Background: an optimization exercise with open tools, aiming at a short achievable clock period and few clock cycles per item. Do not read the settings as production practice. RTL that was checked went through simulation tests only; none was proved equivalent to the original. The RTL of runs 1 and 2 was laid out without a check of its function. The clock port is modelled as an ideal driver; clocking choices that lean on that would not hold on a real chip. Power is estimated from default activity; no workload was simulated.

==> design.v <==
`timescale 1ns / 1ps
module regfile(
	input clk,
	input rst,
	input write_enable,
	input [2:0] waddr,
	input [15:0] wdata,
	output [127:0] all,
	output reg [7:0] written
	);
	reg [15:0] regs [7:0];
	always @ (posedge clk) begin
		if (rst)
			written <= 0;
		else if (write_enable)
			written[waddr] <= 1'b1;
	end
	always @ (posedge clk) begin
		if (write_enable)
			regs[waddr] <= wdata;
	end
	genvar j;
	generate
		for (j = 0; j < 8; j = j + 1) begin : flat
			assign all[16*j +: 16] = regs[j];
		end
	endgenerate
endmodule
`timescale 1ns / 1ps
module alu(
	input [7:0] wd,
	input [7:0] x,
	input cin,
	input shift_in,
	input s_sum,
	input s_shl,
	input s_x,
	input s_hold,
	output [7:0] wd_next,
	output cout,
	output eq
	);
	wire [7:0] p = wd ^ x;
	reg [8:0] g_l, p_l, g_n, p_n;
	integer i, d;
	always @(*) begin
		g_l = {wd & x, cin};
		p_l = {p, 1'b0};
		for (d = 1; d < 9; d = d * 2) begin
			for (i = 0; i < 9; i = i + 1) begin
				if (i >= d) begin
					g_n[i] = g_l[i] | (p_l[i] & g_l[i - d]);
					p_n[i] = p_l[i] & p_l[i - d];
				end else begin
					g_n[i] = g_l[i];
					p_n[i] = p_l[i];
				end
			end
			g_l = g_n;
			p_l = p_n;
		end
	end
	wire [7:0] sum = p ^ g_l[7:0];
	assign cout = g_l[8];
	assign eq = &(wd ^ x);
	wire [7:0] other = ({8{s_shl}} & {wd[6:0], shift_in}) |
	                   ({8{s_x}} & x) |
	                   ({8{s_hold}} & wd);
	assign wd_next = s_sum ? sum : other;
endmodule
`timescale 1ns / 1ps
module processor(
	input clk,
	input rst,
	input [15:0] instruction,
	output reg [3:0] address,
	output reg [15:0] result,
	output reg retire
	);
	reg [7:0] wd_lo;	 
	reg [7:0] wd_hi;	 
	reg zero;		 
	reg pred;		 
	reg [3:0] pc_n;		 
	wire [3:0] f_op = instruction[15:12];
	wire [2:0] f_ra = instruction[11:9];
	wire [2:0] f_rb = instruction[8:6];
	wire [3:0] f_tgt = instruction[11:8];
	wire f_jmp = (f_op == 4'b1000);
	wire f_br = (f_op == 4'b1100);
	reg d_valid;
	reg [15:0] d_ir;
	reg d_pend, d_pred;
	reg [3:0] d_pc1;
	reg d_tk;		 
	reg d_load, d_add, d_addi, d_sub, d_subi, d_mov, d_same;
	reg d_byp;		 
	reg d_byp2;		 
	reg [7:0] d_sel;	 
	reg [7:0] d_selh;	 
	reg e_valid;
	reg [2:0] e_ra;
	reg [7:0] e_x;
	reg e_cin;
	reg e_sum, e_shl, e_xsel, e_hold;
	reg e_zcmp, e_zone;
	reg e_pend, e_pred;
	reg [3:0] e_pc1, e_pcn, e_tgt;
	reg e_byp;
	reg [7:0] e_sel;
	reg e_use_b, e_use_i, e_neg, e_sign;
	reg h_valid;
	reg [2:0] h_ra;
	reg [7:0] h_x;
	reg h_c8, h_b7, h_eqlo;
	reg [7:0] h_a;
	reg h_sum, h_shl, h_xsel, h_hold;
	reg h_zcmp, h_zone;
	reg h_pend, h_pred;
	reg [3:0] h_pc1, h_pcn, h_tgt;
	wire c8, eq_lo, eq_hi;
	wire [127:0] rf_all;
	wire [7:0] rf_written;
	reg mis_q;
	reg [3:0] fix_q;
	wire mispredict = mis_q;
	wire [3:0] fix_h = zero ? h_tgt : h_pc1;
	wire d_live = d_valid & ~mispredict;
	wire e_live = e_valid & ~mispredict;
	wire e_subop = e_zcmp | e_zone;
	wire h_subop = h_zcmp | h_zone;
	wire f_unknown = d_valid & (d_sub | d_subi) | e_subop | h_subop;
	wire est_e = e_zone | (e_zcmp & eq_lo);
	wire est_h = h_zone | (h_zcmp & h_eqlo);
	wire d_repred = d_live & d_pend & e_subop;
	wire d_redirect = d_repred & (est_e ^ d_pred);
	wire [3:0] fix_d = est_e ? d_ir[11:8] : d_pc1;
	wire [3:0] pc = ~pc_n;
	wire f_guess = d_valid & (d_sub | d_subi) ? pred : e_subop ? est_e : est_h;
	wire f_taken = f_jmp | (f_br & (f_unknown ? f_guess : zero));
	wire [3:0] f_pc1 = pc + 4'd1;
	wire [3:0] f_next = f_taken ? f_tgt : f_pc1;
	wire f_byp = d_valid & (f_rb == d_ir[11:9]);
	wire f_byp2 = ~f_byp & e_valid & (f_rb == e_ra);
	reg [7:0] f_wr_lo, f_wr_hi;
	integer m;
	always @(*) begin
		for (m = 0; m < 8; m = m + 1) begin
			f_wr_lo[m] = rf_written[m] | (h_valid & (h_ra == m));
			f_wr_hi[m] = f_wr_lo[m] | (e_valid & (e_ra == m));
		end
	end
	wire [7:0] wd_lo_next, wd_hi_next;
	regfile _regfile(
		.clk(clk),
		.rst(rst),
		.write_enable(h_valid),
		.waddr(h_ra),
		.wdata({wd_hi, h_a}),
		.all(rf_all),
		.written(rf_written)
	);
	wire [7:0] imm = d_ir[7:0];
	wire [3:0] d_pcn = d_tk ? d_ir[11:8] : d_pc1;
	wire d_use_b = (d_add | d_sub | d_mov) & ~d_same;
	wire d_use_i = d_load | d_addi | d_subi;
	wire d_neg = d_sub & ~d_same | d_subi;
	reg [7:0] d_b;
	integer k;
	always @(*) begin
		d_b = ({8{d_byp}} & wd_lo) | ({8{d_byp2}} & h_a);
		for (k = 0; k < 8; k = k + 1)
			d_b = d_b | ({8{d_sel[k]}} & rf_all[16*k +: 8]);
	end
	wire [7:0] d_x = (({8{d_use_b}} & d_b) | ({8{d_use_i}} & imm)) ^ {8{d_neg}};
	alu _alu_lo(
		.wd(wd_lo),
		.x(e_x),
		.cin(e_cin),
		.shift_in(1'b0),
		.s_sum(e_sum & ~mispredict),
		.s_shl(e_shl & ~mispredict),
		.s_x(e_xsel & ~mispredict),
		.s_hold(e_hold | mispredict),
		.wd_next(wd_lo_next),
		.cout(c8),
		.eq(eq_lo)
	);
	reg [7:0] e_b;
	always @(*) begin
		e_b = {8{e_byp}} & wd_hi;
		for (k = 0; k < 8; k = k + 1)
			e_b = e_b | ({8{e_sel[k]}} & rf_all[16*k+8 +: 8]);
	end
	wire [7:0] e_xh = (({8{e_use_b}} & e_b) | ({8{e_use_i & e_sign}})) ^ {8{e_neg}};
	alu _alu_hi(
		.wd(wd_hi),
		.x(h_x),
		.cin(h_c8),
		.shift_in(h_b7),
		.s_sum(h_sum),
		.s_shl(h_shl),
		.s_x(h_xsel),
		.s_hold(h_hold),
		.wd_next(wd_hi_next),
		.cout(),
		.eq(eq_hi)
	);
	wire zero_next = h_zone | (h_zcmp & h_eqlo & eq_hi) | (~h_zone & ~h_zcmp & zero);
	always @(posedge clk) begin
		if (rst) begin
			address <= 0;
			pc_n <= 4'hf;
			wd_lo <= 0;
			wd_hi <= 0;
			zero <= 0;
			pred <= 0;
			d_valid <= 0;
			d_pend <= 0;
			e_valid <= 0;
			e_sum <= 0;
			e_shl <= 0;
			e_xsel <= 0;
			e_hold <= 1;
			e_zcmp <= 0;
			e_zone <= 0;
			e_pend <= 0;
			h_valid <= 0;
			h_sum <= 0;
			h_shl <= 0;
			h_xsel <= 0;
			h_hold <= 1;
			h_zcmp <= 0;
			h_zone <= 0;
			h_pend <= 0;
			mis_q <= 0;
			retire <= 0;
		end else begin
			address <= mispredict ? fix_q : d_redirect ? fix_d : f_next;
			pc_n <= ~(mispredict ? fix_q : d_redirect ? fix_d : f_next);
			d_valid <= ~mispredict & ~d_redirect;
			d_pend <= f_br & f_unknown;
			e_valid <= d_live;
			e_sum <= d_live & ((d_add | d_sub) & ~d_same | d_addi | d_subi);
			e_shl <= d_live & d_add & d_same;
			e_xsel <= d_live & (d_load | d_mov & ~d_same | d_sub & d_same);
			e_hold <= ~d_live | ~(d_load | d_add | d_addi | d_sub | d_subi | d_mov) | d_mov & d_same;
			e_zcmp <= d_live & (d_sub & ~d_same | d_subi);
			e_zone <= d_live & d_sub & d_same;
			e_pend <= d_live & d_pend;
			wd_lo <= wd_lo_next;
			h_valid <= e_live;
			h_sum <= e_sum & ~mispredict;
			h_shl <= e_shl & ~mispredict;
			h_xsel <= e_xsel & ~mispredict;
			h_hold <= e_hold | mispredict;
			h_zcmp <= e_zcmp & ~mispredict;
			h_zone <= e_zone & ~mispredict;
			h_pend <= e_pend & ~mispredict;
			mis_q <= e_pend & ~mispredict & (zero_next ^ e_pred);
			wd_hi <= wd_hi_next;
			zero <= zero_next;
			if (h_pend)
				pred <= zero;
			retire <= h_valid;
		end
	end
	always @(posedge clk) begin
		d_ir <= instruction;
		d_pred <= f_guess;
		d_pc1 <= f_pc1;
		d_tk <= f_taken;
		d_load <= (f_op == 4'b0001);
		d_add <= (f_op == 4'b0010);
		d_addi <= (f_op == 4'b1010);
		d_sub <= (f_op == 4'b0011);
		d_subi <= (f_op == 4'b1011);
		d_mov <= (f_op == 4'b1110);
		d_same <= (f_ra == f_rb);
		d_byp <= f_byp;
		d_byp2 <= f_byp2;
		for (k = 0; k < 8; k = k + 1)
			d_sel[k] <= ~f_byp & ~f_byp2 & (f_rb == k) & f_wr_lo[k];
		for (k = 0; k < 8; k = k + 1)
			d_selh[k] <= ~f_byp & (f_rb == k) & f_wr_hi[k];
		e_ra <= d_ir[11:9];
		e_x <= d_x;
		e_cin <= d_neg;
		e_pred <= d_repred ? est_e : d_pred;
		e_pc1 <= d_pc1;
		e_pcn <= d_repred ? fix_d : d_pcn;
		e_tgt <= d_ir[11:8];
		e_byp <= d_byp;
		e_sel <= d_selh;
		e_use_b <= d_use_b;
		e_use_i <= d_use_i;
		e_neg <= d_neg;
		e_sign <= d_ir[7];
		h_ra <= e_ra;
		h_x <= e_xh;
		h_c8 <= c8;
		h_b7 <= wd_lo[7];
		h_eqlo <= eq_lo;
		h_a <= wd_lo;
		h_pred <= e_pred;
		h_pc1 <= e_pc1;
		h_pcn <= e_pcn;
		fix_q <= zero_next ? e_tgt : e_pc1;
		h_tgt <= e_tgt;
		result <= {h_pend ? fix_h : h_pcn, 3'b000, zero_next, h_a};
	end
endmodule
==> flow/run.sh <==
#!/bin/bash
# Standard ORFS layout with two changes:
#  1. synthesis and the later repair steps are not allowed some slow cells
#     (4-input OR/NOR stacks, 4:1 muxes, adder cells and similar); the list in
#     flow/dont_use.txt is added to the platform's don't-use list;
#  2. after CTS the root buffer is removed, so the clock port drives the
#     tree's first level (two buffers) directly. Every register keeps the same
#     number of buffer levels.
set -euo pipefail
here=$(pwd)
du="$(make -s -C "$FLOW_HOME" DESIGN_CONFIG="$here/config.mk" WORK_HOME="$here/orfs_du" print-DONT_USE_CELLS | sed 's/^DONT_USE_CELLS: //') $(tr '\n' ' ' < "$here/flow/dont_use.txt")"
echo "DONT_USE_CELLS=$du" > "$here/dont_use_cells.log"
bash standard.sh cts "DONT_USE_CELLS=$du" > "$here/standard_cts.log" 2>&1
openroad -no_init -exit "$here/flow/drop_root.tcl" > "$here/drop_root.log" 2>&1
bash standard.sh finish "DONT_USE_CELLS=$du" > "$here/standard_finish.log" 2>&1
==> flow/dont_use.txt <==
sky130_fd_sc_hd__or4_*
sky130_fd_sc_hd__or4b_*
sky130_fd_sc_hd__or4bb_*
sky130_fd_sc_hd__nor4_*
sky130_fd_sc_hd__nor4b_*
sky130_fd_sc_hd__nor4bb_*
sky130_fd_sc_hd__o41a_*
sky130_fd_sc_hd__o41ai_*
sky130_fd_sc_hd__o2111a_*
sky130_fd_sc_hd__o2111ai_*
sky130_fd_sc_hd__a2111o_*
sky130_fd_sc_hd__a2111oi_*
sky130_fd_sc_hd__or3_*
sky130_fd_sc_hd__or3b_*
sky130_fd_sc_hd__nor3_*
sky130_fd_sc_hd__nor3b_*
sky130_fd_sc_hd__o311a_*
sky130_fd_sc_hd__o311ai_*
sky130_fd_sc_hd__o32a_*
sky130_fd_sc_hd__o32ai_*
sky130_fd_sc_hd__o31a_*
sky130_fd_sc_hd__o31ai_*
sky130_fd_sc_hd__maj3_*
sky130_fd_sc_hd__mux4_*
sky130_fd_sc_hd__fa_*
sky130_fd_sc_hd__ha_*
==> flow/drop_root.tcl <==
# Remove the clock tree's root buffer: the clock port then drives the first
# level of the tree directly. Reads and rewrites 4_cts.odb.
set base [file join [pwd] orfs results sky130hd bench base]
set P $::env(FLOW_HOME)/platforms/sky130hd
read_liberty $P/lib/sky130_fd_sc_hd__tt_025C_1v80.lib
read_db [file join $base 4_cts.odb]
read_sdc [file join $base 4_cts.sdc]
set block [ord::get_db_block]
set root [$block findInst clkbuf_0_clk]
if {$root eq "NULL"} { error "no root buffer clkbuf_0_clk" }
set innet [[$root findITerm A] getNet]
set onet [[$root findITerm X] getNet]
set n 0
foreach it [$onet getITerms] {
  if {[$it getInst] == $root} { continue }
  $it disconnect
  $it connect $innet
  incr n
}
if {$n > 4} { error "root buffer drives $n cells; the port may drive at most 4" }
[$root findITerm A] disconnect
[$root findITerm X] disconnect
odb::dbInst_destroy $root
odb::dbNet_destroy $onet
puts "root buffer removed; clock port now drives $n cells"
source $P/setRC.tcl
set_propagated_clock [all_clocks]
estimate_parasitics -placement
report_clock_latency
report_worst_slack -max
report_worst_slack -min
write_db [file join $base 4_cts.odb]
==> standard.sh <==
#!/bin/bash
# synth_recipe.tcl (not shown) runs the flow's synth.tcl, then flattens the netlist and writes it again
# the make line also repeats each setting of config.mk as NAME=value (left out here)
make -C /OpenROAD-flow-scripts/flow DESIGN_CONFIG=/design/flow/config.mk WORK_HOME=/design/flow/orfs CLKGATE_MAP_FILE= SYNTH_SCRIPT=/design/flow/synth_recipe.tcl "${@:-finish}"
==> config.mk <==
export PLATFORM = sky130hd
export DESIGN_NAME = processor
export DESIGN_NICKNAME = processor
export VERILOG_FILES = /design/flow/design.v
export SDC_FILE = /design/flow/constraint.sdc
export NUM_CORES = 4
export LEC_CHECK = 0
export ABC_CLOCK_PERIOD_IN_PS = 1800
export CAP_MARGIN = 20
export CORE_MARGIN = 2
export CORE_UTILIZATION = 50
export CTS_BUF_LIST = sky130_fd_sc_hd__clkbuf_16
export CTS_CLUSTER_DIAMETER = 200
export CTS_CLUSTER_SIZE = 25
export SETUP_SLACK_MARGIN = 3.6
export SLEW_MARGIN = 20
==> constraint.sdc <==
create_clock -name core_clock -period 5.5 [get_ports {clk}]
set_input_delay 1.1000 -clock core_clock [delete_from_list [all_inputs] [get_ports {clk}]]
set_output_delay 1.1000 -clock core_clock [all_outputs]
set_load 0.01 [all_outputs]
==> summary.md, run 1 <==
| Metric | Value |
|---|---|
| Outcome | no timing/DRC/antenna violations |
| CTS tree | built |
| Syn avg cell area | 12.5 µm² |
| Switching power | 0.879 mW |
| Setup crit end kind | register |
| End of the critical path | address[1] |
| Critical path fanouts, max | 5 |
| Worst setup SP type | register |
| Clock Tree Root | clkbuf_16 |
| Detail Route Antenna Nets | 0 |
| Hold Path Class | reg2reg |
| Dpl ws | 2610 ps |
| Main flop type after synthesis | dfxtp_1 |
| Largest net degree at the start of global routing | 27 |
| Worst Path Class, Setup | reg2reg |
| Vias in the first global route | 7083 |
| Number of port buffers | 35 |
| Crit share post-route | 0.358 |
| Starting Density | 0.507 |
| Core ar. | 0.0218 mm² |
| Actual slew at the worst max-slew pin | 646 ps |
| Die width | 153 µm |
| Clock sink count | a little over 300 |
| Slowest-stage cell, CP | dfxtp_4 |
| Switching Fraction | 0.221 |
| Drt total wl | 26700 µm |
| DR pass1 iterations | 8 |
| Skew final | 28.9 ps |
| Final Util | 0.577 |
| CP peak stage delay | approximately 380 ps |
| GPL Wtd Cong | 0.856 |
| Max Slew Vio Count | 0 |
| Via Count | 7174 |
| Clock buffer depth | 3 |
| CTS H-tree lvls | 1 |
| TNS Setup | 0 ps |
| FFs w/ async S/R, synth | 0 |
| Mapped Cells | slightly below 900 |
| Req. time, crit path | 5740 ps |
| Number of antenna violations at the first check in global routing | 0 |
| Clk pwr share | 0.306 |
| Crit. path cell count | 7 |
| Relative max-transition margin | 0.569 |
| Synth warn | 3 |
| DR iter-0 viols | around 720 |
| Remaining Overflow, GRT | 0 |
| Endpoints failing setup | 0 |
| Combinational Power Share | 0.063 |
| R2R cell count | 7 |
| Site row count | 54 |
| Worst setup path start | e_x[4] |
| CP arrival | around 2200 ps |
| Cell Chain, Critical Path | xor2_2 -> and4_4 -> and3_4 -> o221a_4 -> o211a_4 -> mux2i_2 -> a21oi_1 |
| RSZ-0062 raised after global routing | yes |
| Share of layout cells above drive strength 1 | 0.184 |
| Power Dens Cells | 316 mW/mm² |
| Tmin final | 1970 ps |
| Maxcap violations | 0 |
| CP delay by family, top | compound AO/OA/AOI/OAI gates |
| DIE HEIGHT | between 150 and 200 µm |
| Finished layout cell area | between 0.01 and 0.015 mm² |
| ANT cells | 0 |
| Leakage | 4.67 nW |
| Netlist cell types | between 50 and 60 |
| Worst skew pair latency | 360 ps |
| Area growth, synth to finish | 13.8% |
| CTS Hold Bufs | 0 |
| Maximum vdd drop | 0.254 mV |
| Seq/Total Area, Yosys | 0.672 |
| TritonCTS Buffers | 16 |
| Post-route setup slack | 3530 ps |
| Synthesized area | ~0.011 mm² |
| Internal | between 3 and 4 mW |
| Area of the die | 0.0233 mm² |
| Worst r2r src | e_x[4] |
| Clk pin slew, worst setup/hold paths | 100 ps |
| FF-to-FF End | address[1] |
| Wirelength per Cell | 22.1 µm |
| First-pass GRT wire length | just over 40000 µm |
| Worst hold slack | 334 ps |
| Final count of hold timing violations | 0 |
| Sequential Power Share | 0.631 |
| Cell Area, Placed | 0.0116 mm² |
| Post-synth EDFFs | ~130 |
| R2R setup slack | 3530 ps |
| DP Wirelength | 17200 µm |
| Remaining DRCs | 0 |
| Fmax | 0.508 GHz |
| Nets | 938 |
| WP buf/inv | 0 |
| FF+latch count, synth | 306 |
| I/O pins | 39 |
| DR vias/cell | 5.94 |
| GRT Util Overall | 0.225 |
[final cells by class]
class / instances / area (µm²)
Multi-Input combinational cell: 507 / 3560
Sequential cell: 306 / 7500
Clock inverter: 8 / 46.3
Fill cell: 1773 / 9200
Timing Repair Buffer: 73 / 636
Clock buffer: 16 / 400
Tap cell: 280 / 350
Inverter: 17 / 63.8
[registers in the layout (all words and copies together), names as in the netlist, 3 cells and up]
signal and cells:
_regfile.regs 128, result 13, d_ir 12, _regfile.written 8, d_sel 8, d_selh 8
e_sel 8, e_x 8, h_x 8, wd_hi 8, wd_lo 8, h_a 7
address 4, d_pc1 4, e_pc1 4, e_pcn 4, fix_q 4, h_pc1 4
h_pcn 4, pc_n 4, e_tgt 3, h_tgt 3
[cell usage in the layout, fill, tap and decap left out, types with 5 or more instances in the layout]
master,netlist,final
a21oi_1,57,52
a22o_1,8,8
and3_1,12,11
clkdlybuf4s50_1,0,9
nand3_1,12,12
o22ai_1,7,5
nand2_1,36,35
a22oi_1,46,46
dfxtp_1,178,143
a21oi_2,0,5
clkbuf_16,0,16
xor2_1,20,13
mux2i_1,10,6
buf_2,2,10
inv_1,16,22
buf_6,5,8
a211oi_1,9,9
mux2_2,8,8
edfxtp_1,128,128
o21ai_0,21,18
a221oi_1,21,20
nor2_1,83,78
and2_1,13,10
nand2b_1,11,11
a31oi_1,10,10
dfxtp_4,0,18
buf_4,3,35
xor2_2,0,6
xnor2_1,39,37
dfxtp_2,0,17
nor2b_1,16,13
a222oi_1,17,17
and3b_1,9,9
[how the worst min path moves through the flow]
stage                    from        to  slack (ps)  cells past startpoint
finish               e_pcn[3]  h_pcn[3]         330                      0
global placement     e_pcn[0]  h_pcn[0]         310                      0
global route         e_pcn[3]  h_pcn[3]         340                      0
detailed placement   e_pcn[3]  h_pcn[3]         310                      0
CTS                  e_pcn[3]  h_pcn[3]         330                      0
floorplan           d_selh[0]  e_sel[0]         310                      0
[per-stage QoR]
stage               power [mW]  cells
finish                    3.97   1207
global route              4.11   1207
CTS                       4.03   1201
detailed placement        2.77   1154
global placement          2.76   1154
floorplan                 2.68    885
[synthesized netlist by cell type, types with 10 or more instances]
master | count | share of area
inv_1 | 16 | 0.0054
a222oi_1 | 17 | 0.015
and3_1 | 12 | 0.0068
a21oi_1 | 57 | 0.026
nand2_1 | 36 | 0.012
clkbuf_1 | 36 | 0.012
and2_1 | 13 | 0.0074
xnor2_1 | 39 | 0.031
edfxtp_1 | 128 | 0.35
nand3_1 | 12 | 0.0054
o21ai_0 | 21 | 0.0095
mux2i_1 | 10 | 0.0091
a22oi_1 | 46 | 0.031
nor2_1 | 83 | 0.028
a31oi_1 | 10 | 0.0057
nand2b_1 | 11 | 0.0062
dfxtp_1 | 178 | 0.32
a221oi_1 | 21 | 0.017
nor2b_1 | 16 | 0.0091
xor2_1 | 20 | 0.016
[layer usage]
| layer | up-vias | share of wire | track usage |
|---|---|---|---|
| li1 | 3288 | - | - |
| met1 | 3549 | 0.43 | 0.312 |
| met2 | 297 | 0.48 | 0.375 |
| met3 | 40 | 0.067 | 0.0304 |
| met4 | 0 | 0.023 | 0.0626 |
| met5 | - | 0 | 0 |
[logic make-up (layout without fill, tap and decap cells)]
logic type | after synthesis | in the layout | synth area share
other | 1 | 3 | 0.000340
DFF | 306 | 306 | 0.672
AOI/OAI and AO/OA | 219 | 219 | 0.140
and+or+nand+nor | 207 | 207 | 0.0932
buffers and inverters | 72 | 114 | 0.0295
xor gates and xnor gates | 60 | 60 | 0.0483
muxes | 18 | 18 | 0.0172
[power by group through the flow]
stage	clock, mW	sequential, mW	combinational (mW)
2_1_floorplan	0	2.53	0.152
3_3_place_gp	0	2.56	0.201
3_5_place_dp	0	2.56	0.205
4_1_cts	1.29	2.50	0.239
5_1_grt	1.32	2.51	0.273
6_report	1.21	2.50	0.251
[repair_timing]
item,CTS,global route
pin swaps,14,9
endpoints found under the setup margin,82,62
gates resized for setup,168,42
setup buffers,21,7
cloned,1,0
==> inputs of run 2 (changes only) <==
--- a/design.v
+++ b/design.v
@@ -125,18 +125,17 @@
 	reg [3:0] fix_q;
 	wire mispredict = mis_q;
 	wire [3:0] fix_h = zero ? h_tgt : h_pc1;
-	wire d_live = d_valid & ~mispredict;
+	wire d_live = d_valid & ~mispredict & ~e_redirect;
 	wire e_live = e_valid & ~mispredict;
 	wire e_subop = e_zcmp | e_zone;
 	wire h_subop = h_zcmp | h_zone;
 	wire f_unknown = d_valid & (d_sub | d_subi) | e_subop | h_subop;
-	wire est_e = e_zone | (e_zcmp & eq_lo);
 	wire est_h = h_zone | (h_zcmp & h_eqlo);
-	wire d_repred = d_live & d_pend & e_subop;
-	wire d_redirect = d_repred & (est_e ^ d_pred);
-	wire [3:0] fix_d = est_e ? d_ir[11:8] : d_pc1;
+	wire e_repred = e_live & e_pend & h_subop;
+	wire e_redirect = e_repred & (est_h ^ e_pred);
+	wire [3:0] fix_e = est_h ? e_tgt : e_pc1;
 	wire [3:0] pc = ~pc_n;
-	wire f_guess = d_valid & (d_sub | d_subi) ? pred : e_subop ? est_e : est_h;
+	wire f_guess = (d_valid & (d_sub | d_subi)) | e_subop ? pred : est_h;
 	wire f_taken = f_jmp | (f_br & (f_unknown ? f_guess : zero));
 	wire [3:0] f_pc1 = pc + 4'd1;
 	wire [3:0] f_next = f_taken ? f_tgt : f_pc1;
@@ -236,9 +235,9 @@
 			mis_q <= 0;
 			retire <= 0;
 		end else begin
-			address <= mispredict ? fix_q : d_redirect ? fix_d : f_next;
-			pc_n <= ~(mispredict ? fix_q : d_redirect ? fix_d : f_next);
-			d_valid <= ~mispredict & ~d_redirect;
+			address <= mispredict ? fix_q : e_redirect ? fix_e : f_next;
+			pc_n <= ~(mispredict ? fix_q : e_redirect ? fix_e : f_next);
+			d_valid <= ~mispredict & ~e_redirect;
 			d_pend <= f_br & f_unknown;
 			e_valid <= d_live;
 			e_sum <= d_live & ((d_add | d_sub) & ~d_same | d_addi | d_subi);
@@ -257,7 +256,7 @@
 			h_zcmp <= e_zcmp & ~mispredict;
 			h_zone <= e_zone & ~mispredict;
 			h_pend <= e_pend & ~mispredict;
-			mis_q <= e_pend & ~mispredict & (zero_next ^ e_pred);
+			mis_q <= e_pend & ~mispredict & (zero_next ^ (e_repred ? est_h : e_pred));
 			wd_hi <= wd_hi_next;
 			zero <= zero_next;
 			if (h_pend)
@@ -286,9 +285,9 @@
 		e_ra <= d_ir[11:9];
 		e_x <= d_x;
 		e_cin <= d_neg;
-		e_pred <= d_repred ? est_e : d_pred;
+		e_pred <= d_pred;
 		e_pc1 <= d_pc1;
-		e_pcn <= d_repred ? fix_d : d_pcn;
+		e_pcn <= d_pcn;
 		e_tgt <= d_ir[11:8];
 		e_byp <= d_byp;
 		e_sel <= d_selh;
@@ -302,9 +301,9 @@
 		h_b7 <= wd_lo[7];
 		h_eqlo <= eq_lo;
 		h_a <= wd_lo;
-		h_pred <= e_pred;
+		h_pred <= e_repred ? est_h : e_pred;
 		h_pc1 <= e_pc1;
-		h_pcn <= e_pcn;
+		h_pcn <= e_repred ? fix_e : e_pcn;
 		fix_q <= zero_next ? e_tgt : e_pc1;
 		h_tgt <= e_tgt;
 		result <= {h_pend ? fix_h : h_pcn, 3'b000, zero_next, h_a};
==> summary.md, run 2 <==
| Metric | Value |
|---|---|
| Mux share of post-synthesis cell area | 0.0159 (-0.00130) |
| Detail Route Antenna Nets | 0 (unchanged) |
| CTS H-tree lvls | 1 (unchanged) |
| Commonest non-fill, non-tap cells in the layout | dfxtp_1, edfxtp_1, nor2_1 |
| Remaining DRCs | 0 (unchanged) |
| Top-count cell post-synth | dfxtp_1 |
| Netlist cell types | 66 (+27%) |
| DP Wirelength | 18300 µm (+6.7%) |
| FFs w/ async S/R, synth | 0 (unchanged) |
| WL met3 | 1460 µm (-19%) |
| CTS tree | built |
| Vias in the first global route | 7060 (-0.32%) |
| Max Slew Vio Count | 0 (unchanged) |
| Starting Density | 0.513 (+0.00605) |
| Synth Area in Compound Gates | 0.157 (+0.0174) |
| Synth warn | 3 (unchanged) |
| Commonest cells in the netlist | dfxtp_1, edfxtp_1, nor2_1, a21oi_1, xnor2_1 |
| Share of layout cells above drive strength 1 | 0.157 (-0.0277) |
| Cell Chain, Critical Path | buf_6 |
| Maxcap violations | 0 (unchanged) |
| Setup crit end kind | output pin |
| Post-Synth Simple-Gate Area | 0.0940 (+0.000873) |
| Filler Cells Inserted | 1816 (+2.4%) |
| Main flop type after synthesis | dfxtp_1 |
| Worst hold slack | 338 ps (+3.87 ps) |
| GPL Wtd Cong | 0.866 (+1.2%) |
| Syn avg cell area | 12.4 µm² (-0.81%) |
| Clk pin slew, worst setup/hold paths | 100 ps (about the same) |
| Endpoints failing setup | 0 (unchanged) |
| Seq/Total Area, Yosys | 0.656 (-0.0161) |
| DIE HEIGHT | 154 µm (+1.2%) |
| Switching power | 0.909 mW (+3.4%) |
| Actual slew at the worst max-slew pin | 637 ps (-8.90 ps) |
| Top cell type by total area after synthesis | edfxtp_1 |
| Drt total wl | 27600 µm (+3.3%) |
| ANT cells | 0 (unchanged) |
| Worst Path Class, Setup | reg2out |
| Power Dens Cells | 320 mW/mm² (+1.1%) |
| Nets | 948 (+1.1%) |
| Clock Tree Root | clkbuf_16 |
| Sequential Power Share | 0.632 (about the same) |
| Worst skew pair latency | 370 ps (about the same) |
| Skew final | 22.7 ps (-6.15 ps) |
| Finished layout cell area | 0.0125 mm² (-0.24%) |
| Crit share post-route | 0.350 (-0.00818) |
| Synth top area share | 0.340 (-0.00834) |
| Max reg flops | 128 (unchanged) |
| Met2 Routed Length | 13000 µm (+1.1%) |
| TNS Setup | 0 ps (unchanged) |
| Clock sink count | 306 (unchanged) |
| Internal | 3.09 mW (about the same) |
| GRT Util Overall | 0.230 (+0.00563) |
| Maximum vdd drop | 0.288 mV (+13%) |
| Worst setup SP type | register |
| CP arrival | 820 ps (-1380 ps) |
| Die width | 154 µm (+1.2%) |
| CP delay by family, top | flip-flops |
| WP buf/inv | 1 (+1) |
| Via Count | 7258 (+1.2%) |
| DR pass1 iterations | 10 (+2) |
| Largest net degree at the start of global routing | 27 (unchanged) |
| Core ar. | 0.0220 mm² (+1.2%) |
| Number of antenna violations at the first check in global routing | 1 (+1) |
| Metal-1 WL | 12400 µm (+8.6%) |
| Commonest non-fill, non-tap cell in the layout | dfxtp_1 |
| Clock buffer depth | 3 (unchanged) |
| Clk pwr share | 0.308 (+0.002) |
| Synth Area in Adders | 0 (unchanged) |
| Tmin final | 1920 ps (-45.0 ps) |
| Mapped Cells | 912 (+3.3%) |
| Leakage | 4.49 nW (-3.8%) |
| RSZ-0062 raised after global routing | yes |
| Req. time, crit path | 4400 ps (-1340 ps) |
| I/O pins | 39 (unchanged) |
| Number of port buffers | 35 (unchanged) |
| TritonCTS Buffers | 16 (unchanged) |
| Top Layer Used | met4 |
| Synthesized area | 0.0113 mm² (+2.5%) |
| Largest registers | _regfile.regs (128), result (13), d_ir (12) |
| Wirelength per Cell | 22.7 µm (+2.4%) |
| Remaining Overflow, GRT | 0 (unchanged) |
| FF+latch count, synth | 306 (unchanged) |
| CP peak stage delay | 340 ps (-40 ps) |
| Hold Path Class | reg2reg |
| Ranking of synthesized cells by area | edfxtp_1, dfxtp_1, xnor2_1 |
| Fmax | 0.520 GHz (+2.3%) |
| Combinational Power Share | 0.060 (-0.003) |
| CTS Hold Bufs | 0 (unchanged) |
| Area of the die | 0.0238 mm² (+2.4%) |
| Final count of hold timing violations | 0 (unchanged) |
| Xor and xnor area share after synthesis | 0.0442 (-0.00415) |
| Site row count | 54 (unchanged) |
| Area growth, synth to finish | 10.9% |
| Switching Fraction | 0.227 (+0.00579) |
| First-pass GRT wire length | 42100 µm (+3.0%) |
| Relative max-transition margin | 0.574 (+0.00437) |
| Slowest-stage cell, CP | dfxtp_2 |
| Outcome | no timing/DRC/antenna violations |
| Critical path fanouts, max | 1 (-4) |
| Cell Area, Placed | 0.0118 mm² (+2.0%) |
| DR vias/cell | 5.96 (+0.26%) |
| DR iter-0 viols | 698 (-2.8%) |
| Biggest register | _regfile.regs |
| Largest family of logic cells by synthesized area | compound AO/OA/AOI/OAI gates |
| Post-synth EDFFs | 128 (unchanged) |
-- run 2: changes by cell type after synthesis, moves of 5 or more --
cell      previous run  this run
a221oi_1            21        30
a22o_1               8        27
o21ai_0             21        10
a211oi_1             9        15
xnor2_1             39        48
a22oi_1             46        23
and3_1              12         6
nand3_1             12        21
a21oi_1             57        52
xor2_1              20         9
-- run 2: repair_timing --
action / CTS / global route
resized for setup: 121 / 64
setup endpoints to repair: 90 / 57
pin swaps: 4 / 10
buffers inserted: 4 / 10
cloned: 1 / 0
-- run 2: layout make-up --
class / count / area (µm²) / share of cell area
sequential: 306 / 7450 / 0.595
multi-input combinational: 527 / 3680 / 0.294
timing repair buffer: 59 / 517 / 0.0413
clock buffer: 16 / 400 / 0.0320
tap: 280 / 350 / 0.0280
inverter: 21 / 78.8 / 0.00629
clock inverter: 9 / 50.0 / 0.00400
-- run 2: per-stage QoR --
stage | power, mW | util | worst slack (ps) | cells
finish | 4.00 | 0.569 | 3580 | 1218
global route | 4.14 | 0.569 | 3530 | 1218
CTS | 4.06 | 0.561 | 3430 | 1209
detailed placement | 2.81 | 0.536 | 2480 | 1178
global placement | 2.80 | 0.536 | 2570 | 1178
floorplan | 2.71 | - | 3450 | 914
-- run 2: cells by family (layout without fill, tap and decap cells) --
logic type / count (synthesis) / in the layout
mux: 17 / 17
other cells: 1 / 3
flops: 306 / 306
xor+xnor: 57 / 57
buf+inv: 81 / 105
compound gates: 232 / 232
simple gates: 218 / 218
-- run 2: metal layers --
layer	GRT usage	vias to the layer above
met2	0.375	232
met1	0.330	3613
met3	0.0275	39
met5	0	-
li1	-	3374
met4	0.0604	0
-- run 2: final timing paths --
check,start,to,slack (ps),cells past startpoint
max,address[3],address[3],3580,1
min,d_pred,e_pred,340,0
max reg2reg,wd_lo[4],h_c8,3670,5
min reg2reg,d_pred,e_pred,340,0
-- run 2: power by group through the flow --
| stage | registers (mW) | clock network [mW] | logic (mW) |
|---|---|---|---|
| floorplan | 2.53 | 0 | 0.175 |
| global placement | 2.57 | 0 | 0.225 |
| detailed placement | 2.58 | 0 | 0.229 |
| CTS | 2.53 | 1.30 | 0.230 |
| global route | 2.54 | 1.34 | 0.266 |
| finish | 2.53 | 1.23 | 0.242 |
==> inputs of run 3 (changes only) <==
--- a/design.v
+++ b/design.v
@@ -118,24 +118,17 @@
 	reg h_zcmp, h_zone;
 	reg h_pend, h_pred;
 	reg [3:0] h_pc1, h_pcn, h_tgt;
-	wire c8, eq_lo, eq_hi;
 	wire [127:0] rf_all;
 	wire [7:0] rf_written;
 	reg mis_q;
 	reg [3:0] fix_q;
 	wire mispredict = mis_q;
 	wire [3:0] fix_h = zero ? h_tgt : h_pc1;
-	wire d_live = d_valid & ~mispredict & ~e_redirect;
+	wire d_live = d_valid & ~mispredict;
 	wire e_live = e_valid & ~mispredict;
-	wire e_subop = e_zcmp | e_zone;
-	wire h_subop = h_zcmp | h_zone;
-	wire f_unknown = d_valid & (d_sub | d_subi) | e_subop | h_subop;
-	wire est_h = h_zone | (h_zcmp & h_eqlo);
-	wire e_repred = e_live & e_pend & h_subop;
-	wire e_redirect = e_repred & (est_h ^ e_pred);
-	wire [3:0] fix_e = est_h ? e_tgt : e_pc1;
+	wire f_unknown = d_valid & (d_sub | d_subi) | e_zcmp | e_zone | h_zcmp | h_zone;
 	wire [3:0] pc = ~pc_n;
-	wire f_guess = (d_valid & (d_sub | d_subi)) | e_subop ? pred : est_h;
+	wire f_guess = pred;
 	wire f_taken = f_jmp | (f_br & (f_unknown ? f_guess : zero));
 	wire [3:0] f_pc1 = pc + 4'd1;
 	wire [3:0] f_next = f_taken ? f_tgt : f_pc1;
@@ -150,6 +143,7 @@
 		end
 	end
 	wire [7:0] wd_lo_next, wd_hi_next;
+	wire c8, eq_lo, eq_hi;
 	regfile _regfile(
 		.clk(clk),
 		.rst(rst),
@@ -235,9 +229,9 @@
 			mis_q <= 0;
 			retire <= 0;
 		end else begin
-			address <= mispredict ? fix_q : e_redirect ? fix_e : f_next;
-			pc_n <= ~(mispredict ? fix_q : e_redirect ? fix_e : f_next);
-			d_valid <= ~mispredict & ~e_redirect;
+			address <= mispredict ? fix_q : f_next;
+			pc_n <= ~(mispredict ? fix_q : f_next);
+			d_valid <= ~mispredict;
 			d_pend <= f_br & f_unknown;
 			e_valid <= d_live;
 			e_sum <= d_live & ((d_add | d_sub) & ~d_same | d_addi | d_subi);
@@ -256,7 +250,7 @@
 			h_zcmp <= e_zcmp & ~mispredict;
 			h_zone <= e_zone & ~mispredict;
 			h_pend <= e_pend & ~mispredict;
-			mis_q <= e_pend & ~mispredict & (zero_next ^ (e_repred ? est_h : e_pred));
+			mis_q <= e_pend & ~mispredict & (zero_next ^ e_pred);
 			wd_hi <= wd_hi_next;
 			zero <= zero_next;
 			if (h_pend)
@@ -301,9 +295,9 @@
 		h_b7 <= wd_lo[7];
 		h_eqlo <= eq_lo;
 		h_a <= wd_lo;
-		h_pred <= e_repred ? est_h : e_pred;
+		h_pred <= e_pred;
 		h_pc1 <= e_pc1;
-		h_pcn <= e_repred ? fix_e : e_pcn;
+		h_pcn <= e_pcn;
 		fix_q <= zero_next ? e_tgt : e_pc1;
 		h_tgt <= e_tgt;
 		result <= {h_pend ? fix_h : h_pcn, 3'b000, zero_next, h_a};
--- a/flow/run.sh
+++ b/flow/run.sh
@@ -3,8 +3,9 @@
 #  1. synthesis and the later repair steps are not allowed some slow cells
 #     (4-input OR/NOR stacks, 4:1 muxes, adder cells and similar); the list in
 #     flow/dont_use.txt is added to the platform's don't-use list;
-#  2. after CTS the root buffer is removed, so the clock port drives the
-#     tree's first level (two buffers) directly. Every register keeps the same
+#  2. after CTS the root buffer is removed and each first-level buffer is
+#     split in two (flow/drop_root.tcl), so the clock port drives the
+#     tree's first level (four buffers) directly. Every register keeps the same
 #     number of buffer levels.
 set -euo pipefail
 here=$(pwd)
==> flow/drop_root.tcl (replaced) <==
set base [file join [pwd] orfs results sky130hd bench base]
set P $::env(FLOW_HOME)/platforms/sky130hd
read_liberty $P/lib/sky130_fd_sc_hd__tt_025C_1v80.lib
read_db [file join $base 4_cts.odb]
read_sdc [file join $base 4_cts.sdc]
set block [ord::get_db_block]
set db [ord::get_db]

# 1. remove the root buffer
set root [$block findInst clkbuf_0_clk]
if {$root eq "NULL"} { error "no root buffer clkbuf_0_clk" }
set innet [[$root findITerm A] getNet]
set onet [[$root findITerm X] getNet]
set firsts {}
foreach it [$onet getITerms] {
  if {[$it getInst] == $root} { continue }
  $it disconnect
  $it connect $innet
  lappend firsts [$it getInst]
}
[$root findITerm A] disconnect
[$root findITerm X] disconnect
odb::dbInst_destroy $root
odb::dbNet_destroy $onet
puts "root buffer removed; clock port now drives [llength $firsts] cells"

# 2. split each first-level buffer that drives 4 or more leaf buffers
set nfirst [llength $firsts]
set i 0
foreach buf $firsts {
  if {$nfirst >= 4} { break }
  set bnet [[$buf findITerm X] getNet]
  set loads {}
  foreach it [$bnet getITerms] {
    if {[$it getInst] == $buf} { continue }
    if {[$it isInputSignal] || [$it getIoType] eq "INPUT"} { lappend loads $it }
  }
  if {[llength $loads] < 4} { continue }
  # split along the wider spread of the loads
  set xs {}; set ys {}
  foreach it $loads { set b [[$it getInst] getBBox]; lappend xs [$b xMin]; lappend ys [$b yMin] }
  set dx [expr {[tcl::mathfunc::max {*}$xs] - [tcl::mathfunc::min {*}$xs]}]
  set dy [expr {[tcl::mathfunc::max {*}$ys] - [tcl::mathfunc::min {*}$ys]}]
  set keyed {}
  foreach it $loads x $xs y $ys { lappend keyed [list [expr {$dx >= $dy ? $x : $y}] $it $x $y] }
  set keyed [lsort -integer -index 0 $keyed]
  set half [expr {[llength $keyed] / 2}]
  set moved [lrange $keyed $half end]
  set master [$db findMaster sky130_fd_sc_hd__clkbuf_16]
  set name "clkbuf_split_$i"
  set new [odb::dbInst_create $block $master $name]
  set nnet [odb::dbNet_create $block "clknet_split_$i"]
  $nnet setSigType CLOCK
  [$new findITerm A] connect $innet
  [$new findITerm X] connect $nnet
  set sx 0; set sy 0
  foreach m $moved {
    set it [lindex $m 1]
    $it disconnect
    $it connect $nnet
    incr sx [lindex $m 2]; incr sy [lindex $m 3]
  }
  set n [llength $moved]
  $new setLocation [expr {$sx / $n}] [expr {$sy / $n}]
  $new setPlacementStatus PLACED
  incr nfirst
  incr i
  puts "split [$buf getName]: $n of [llength $loads] leaf buffers moved to $name"
}
if {$nfirst > 4} { error "the clock port would drive $nfirst cells" }
global_connect
detailed_placement
check_placement -verbose

source $P/setRC.tcl
set_propagated_clock [all_clocks]
estimate_parasitics -placement
report_clock_latency
report_worst_slack -max
report_worst_slack -min
write_db [file join $base 4_cts.odb]
==> summary.md, run 3 <==
| Metric | Value |
|---|---|
| Main flop type after synthesis | dfxtp_1 |
| TNS Setup | 0 ps (unchanged) |
| Area of the die | 0.0236 mm² (-0.74%) |
| Commonest cells in the netlist | dfxtp_1, edfxtp_1, nor2_1, a22oi_1, a21oi_1 |
| Slowest-stage cell, CP | mux2_4 |
| Number of antenna violations at the first check in global routing | 0 (-1) |
| Netlist cell types | 62 (-6.1%) |
| I/O pins | 39 (unchanged) |
| Clock Tree Root | clkbuf_16 |
| Clk pin slew, worst setup/hold paths | 90 ps (about the same) |
| Critical path fanouts, max | 6 (+5) |
| Final count of hold timing violations | 0 (unchanged) |
| Worst skew pair latency | 330 ps (-40 ps) |
| Syn avg cell area | 12.6 µm² (+1.8%) |
| Skew final | 25.9 ps (+3.14 ps) |
| CP peak stage delay | 300 ps (-40 ps) |
| Area of the multi-input gates | 0.00357 mm² (-2.8%) |
| Crit share post-route | 0.357 (+0.00720) |
| R2R cell count | 4 (-1) |
| Largest registers | _regfile.regs (128), result (13), d_ir (12) |
| Hold depth | 0 (unchanged) |
| Top-count cell post-synth | dfxtp_1 |
| Req. time, crit path | 5700 ps (+1300 ps) |
| Core ar. | 0.0219 mm² (-0.61%) |
| Wirelength per Cell | 22.8 µm (+0.77%) |
| Nets | 915 (-3.5%) |
| Worst setup path start | instruction[12] |
| Maximum vdd drop | 0.274 mV (-5.0%) |
| FF+latch area | 0.00744 mm² (-0.20%) |
| Actual slew at the worst max-slew pin | 633 ps (-4.34 ps) |
| ANT cells | 0 (unchanged) |
| Sequential Power Share | 0.624 (-0.008) |
| Tmin final | 1960 ps (+39.6 ps) |
| Switching Fraction | 0.221 (-0.00628) |
| Clock buffer depth | 3 (unchanged) |
| Worst setup SP type | primary input |
| TritonCTS Buffers | 16 (unchanged) |
| Commonest non-fill, non-tap cell in the layout | dfxtp_1 |
| Clk pwr share | 0.322 (+0.014) |
| DP Wirelength | 17800 µm (-3.1%) |
| Commonest non-fill, non-tap cells in the layout | dfxtp_1, edfxtp_1, nor2_1 |
| Largest net degree at the start of global routing | 27 (unchanged) |
| Xor and xnor area share after synthesis | 0.0422 (-0.00200) |
| Internal | 3.14 mW (+1.4%) |
| R2R setup slack | 3670 ps (about the same) |
| CTS tree | built |
| Cell Chain, Critical Path | buf_8 -> nor2_4 -> nand2_2 -> a31oi_4 -> buf_12 -> mux2_4 -> o21a_1 |
| Biggest register | _regfile.regs |
| GRT Util Overall | 0.226 (-0.00431) |
| Largest family of logic cells by synthesized area | compound AO/OA/AOI/OAI gates |
| Top cell type by total area after synthesis | edfxtp_1 |
| Detail Route Antenna Nets | 0 (unchanged) |
| Maxcap violations | 0 (unchanged) |
| Post-synth EDFFs | 128 (unchanged) |
| WP buf/inv | 2 (+1) |
| Area growth, synth to finish | 10.2% |
| Mapped Cells | 889 (-2.5%) |
| FF+latch count, synth | 306 (unchanged) |
| Filler Cells Inserted | 1827 (+0.61%) |
| CP arrival | 2170 ps (+1350 ps) |
| Starting Density | 0.512 (-0.000778) |
| Synth Area in Adders | 0 (unchanged) |
| Worst Hold Launch | e_pcn[1] |
| First-pass GRT wire length | 41400 µm (-1.7%) |
| Number of port buffers | 35 (unchanged) |
| DR vias/cell | 6.02 (+0.99%) |
| Seq/Total Area, Yosys | 0.661 (+0.00505) |
| Clock sink count | 306 (unchanged) |
| Endpoints failing setup | 0 (unchanged) |
| Outcome | no timing/DRC/antenna violations |
| DR iter-0 viols | 440 (-37%) |
| Site row count | 54 (unchanged) |
| Max reg flops | 128 (unchanged) |
| CP delay by family, top | compound AO/OA/AOI/OAI gates |
| Via Count | 7119 (-1.9%) |
| Share of layout cells above drive strength 1 | 0.134 (-0.0227) |
| Post-Synth Simple-Gate Area | 0.0996 (+0.00552) |
| Synthesized area | 0.0112 mm² (-0.76%) |
| Mux share of post-synthesis cell area | 0.0164 (+0.000458) |
| DIE HEIGHT | 154 µm (-0.37%) |
| Worst hold slack | 333 ps (-4.14 ps) |
| FFs w/ async S/R, synth | 0 (unchanged) |
| Fmax | 0.509 GHz (-2.0%) |
| Drt total wl | 27000 µm (-2.1%) |
| FF-to-FF End | fix_q[2] |
| Worst Path Class, Setup | in2reg |
| Synth top area share | 0.343 (+0.00262) |
| Max Slew Vio Count | 0 (unchanged) |
| Switching power | 0.890 mW (-2.2%) |
| Worst r2r src | wd_hi[1] |
| Die width | 154 µm (-0.37%) |
| DR pass1 iterations | 5 (-5) |
| CTS Hold Bufs | 0 (unchanged) |
| Setup crit end kind | register |
| Leakage | 4.63 nW (+3.2%) |
| Hold endpoint | h_pcn[1] |
| CTS H-tree lvls | 1 (unchanged) |
| Synth Area in Compound Gates | 0.149 (-0.00772) |
| Synth warn | 3 (unchanged) |
| GPL Wtd Cong | 0.871 (+0.61%) |
| Combinational Power Share | 0.055 (-0.005) |
| Remaining DRCs | 0 (unchanged) |
| RSZ-0062 raised after global routing | yes |
| Power Dens Cells | 326 mW/mm² (+2.0%) |
| Relative max-transition margin | 0.578 (+0.00401) |
| Remaining Overflow, GRT | 0 (unchanged) |
| Ranking of synthesized cells by area | edfxtp_1, dfxtp_1, a22oi_1 |
| Vias in the first global route | 7086 (+0.37%) |
| Hold Path Class | reg2reg |
-- run 3: cell types whose count changed after synthesis, moves of 9 or more --
cell and delta:
xnor2_1 -14, o21ai_0 +10, and3_1 +10, buf_2 +10, xor2_1 +11, nor2_1 -17
a22o_1 -9, a22oi_1 +22, nand4_1 +12, a21oi_1 -16
-- run 3: cells by family (layout without fill, tap and decap cells) --
family                    Yosys count  after routing
DFF                               306            306
AOI/OAI and AO/OA                 219            219
and+or+nand+nor                   213            213
buffers and inverters              79             91
xor gates and xnor gates           54             54
muxes                              17             17
other                               1              3
-- run 3: cell type report --
type                            instances  share of cell area
Sequential cell                       306               0.602
Multi-Input combinational cell        506               0.289
Timing Repair Buffer                   50              0.0353
Clock buffer                           16              0.0324
Tap cell                              280              0.0284
Inverter                               16             0.00527
Buffer                                  2             0.00405
Clock inverter                          7             0.00344
-- run 3: how the worst max path moves through the flow --
| stage | to | depth (start not counted) | slack (ps) |
|---|---|---|---|
| after detailed placement | d_sel[3] | 7 | 2570 |
| final | address[2] | 7 | 3540 |
| after floorplan | address[2] | 5 | 3430 |
| after global routing | address[2] | 7 | 3510 |
| after global placement | d_sel[3] | 7 | 2670 |
| after CTS | result[13] | 1 | 3440 |
-- run 3: metrics by stage --
stage	util	std cells	worst slack (ps)	cell area, µm²	total power [mW]
after floorplan	-	891	3430	11300	2.69
after global placement	0.537	1152	2670	11800	2.77
after detailed placement	0.537	1152	2570	11800	2.77
after CTS	0.561	1181	3440	12300	4.03
after global routing	0.564	1183	3510	12400	4.17
final	0.564	1183	3540	12400	4.03
-- run 3: what timing repair did --
action                                  4_1_cts  5_1_grt
endpoints found under the setup margin       75       43
gates resized for setup                     121       39
pin swaps                                     1        6
gates cloned                                  1        0
setup buffers                                 4        1
-- run 3: power groups by stage --
stage / clock [mW] / combinational, mW / sequential, mW
2_1_floorplan: 0 / 0.167 / 2.52
3_3_place_gp: 0 / 0.208 / 2.56
3_5_place_dp: 0 / 0.212 / 2.56
4_1_cts: 1.30 / 0.215 / 2.51
5_1_grt: 1.41 / 0.240 / 2.52
6_report: 1.30 / 0.220 / 2.51
-- run 3: per-layer routing --
layer / GRT usage / share of wire / vias up
li1: - / - / 3299
met2: 0.380 / 0.49 / 220
met1: 0.312 / 0.43 / 3559
met4: 0.0568 / 0.021 / 0
met5: 0 / 0 / -
met3: 0.0299 / 0.051 / 41
Testbench counts of run 3, summed over its fixed seeds: cycles 20,127, instrs 19,200.

## re-timing with driven ports
How much do the figures lean on ideal ports? The routed layouts below were timed once more, with nothing changed but the port constraints.
Step 1 (the two cells are an assumption about what drives the block):
set clk [get_ports {clk}]
set_driving_cell -lib_cell sky130_fd_sc_hd__clkbuf_16 $clk
set_driving_cell -lib_cell sky130_fd_sc_hd__buf_2 [delete_from_list [all_inputs] $clk]
Step 2 times the ports against the registers' clock, not the clock port: input delays grow and output delays shrink by t, the midpoint of the rising clock arrivals with the driver on.
a / b / c = ideal / step 1 / step 2; a / b = the first two.
| run | t (ns) | setup WS [ns] | clock arrival spread, ns | slew at the worst register clock pin (ns) | pins driven straight from the clock port |
|---|---|---|---|---|---|
| run 1 | 0.415 | 3.531 / 3.517 / 3.211 | 0.032 / 0.032 | 0.10 / 0.10 | 2 |
| run 2 | 0.418 | 3.576 / 3.515 / 3.189 | 0.023 / 0.023 | 0.10 / 0.10 | 2 |
| run 3 | 0.399 | 3.536 / 3.547 / 3.187 | 0.036 / 0.037 | 0.10 / 0.10 | 4 |
After both steps every run listed still meets setup and hold. For run 2, which loses most, drivers alone change the setup slack by -0.061 ns; drivers and shift together by -0.387 ns.
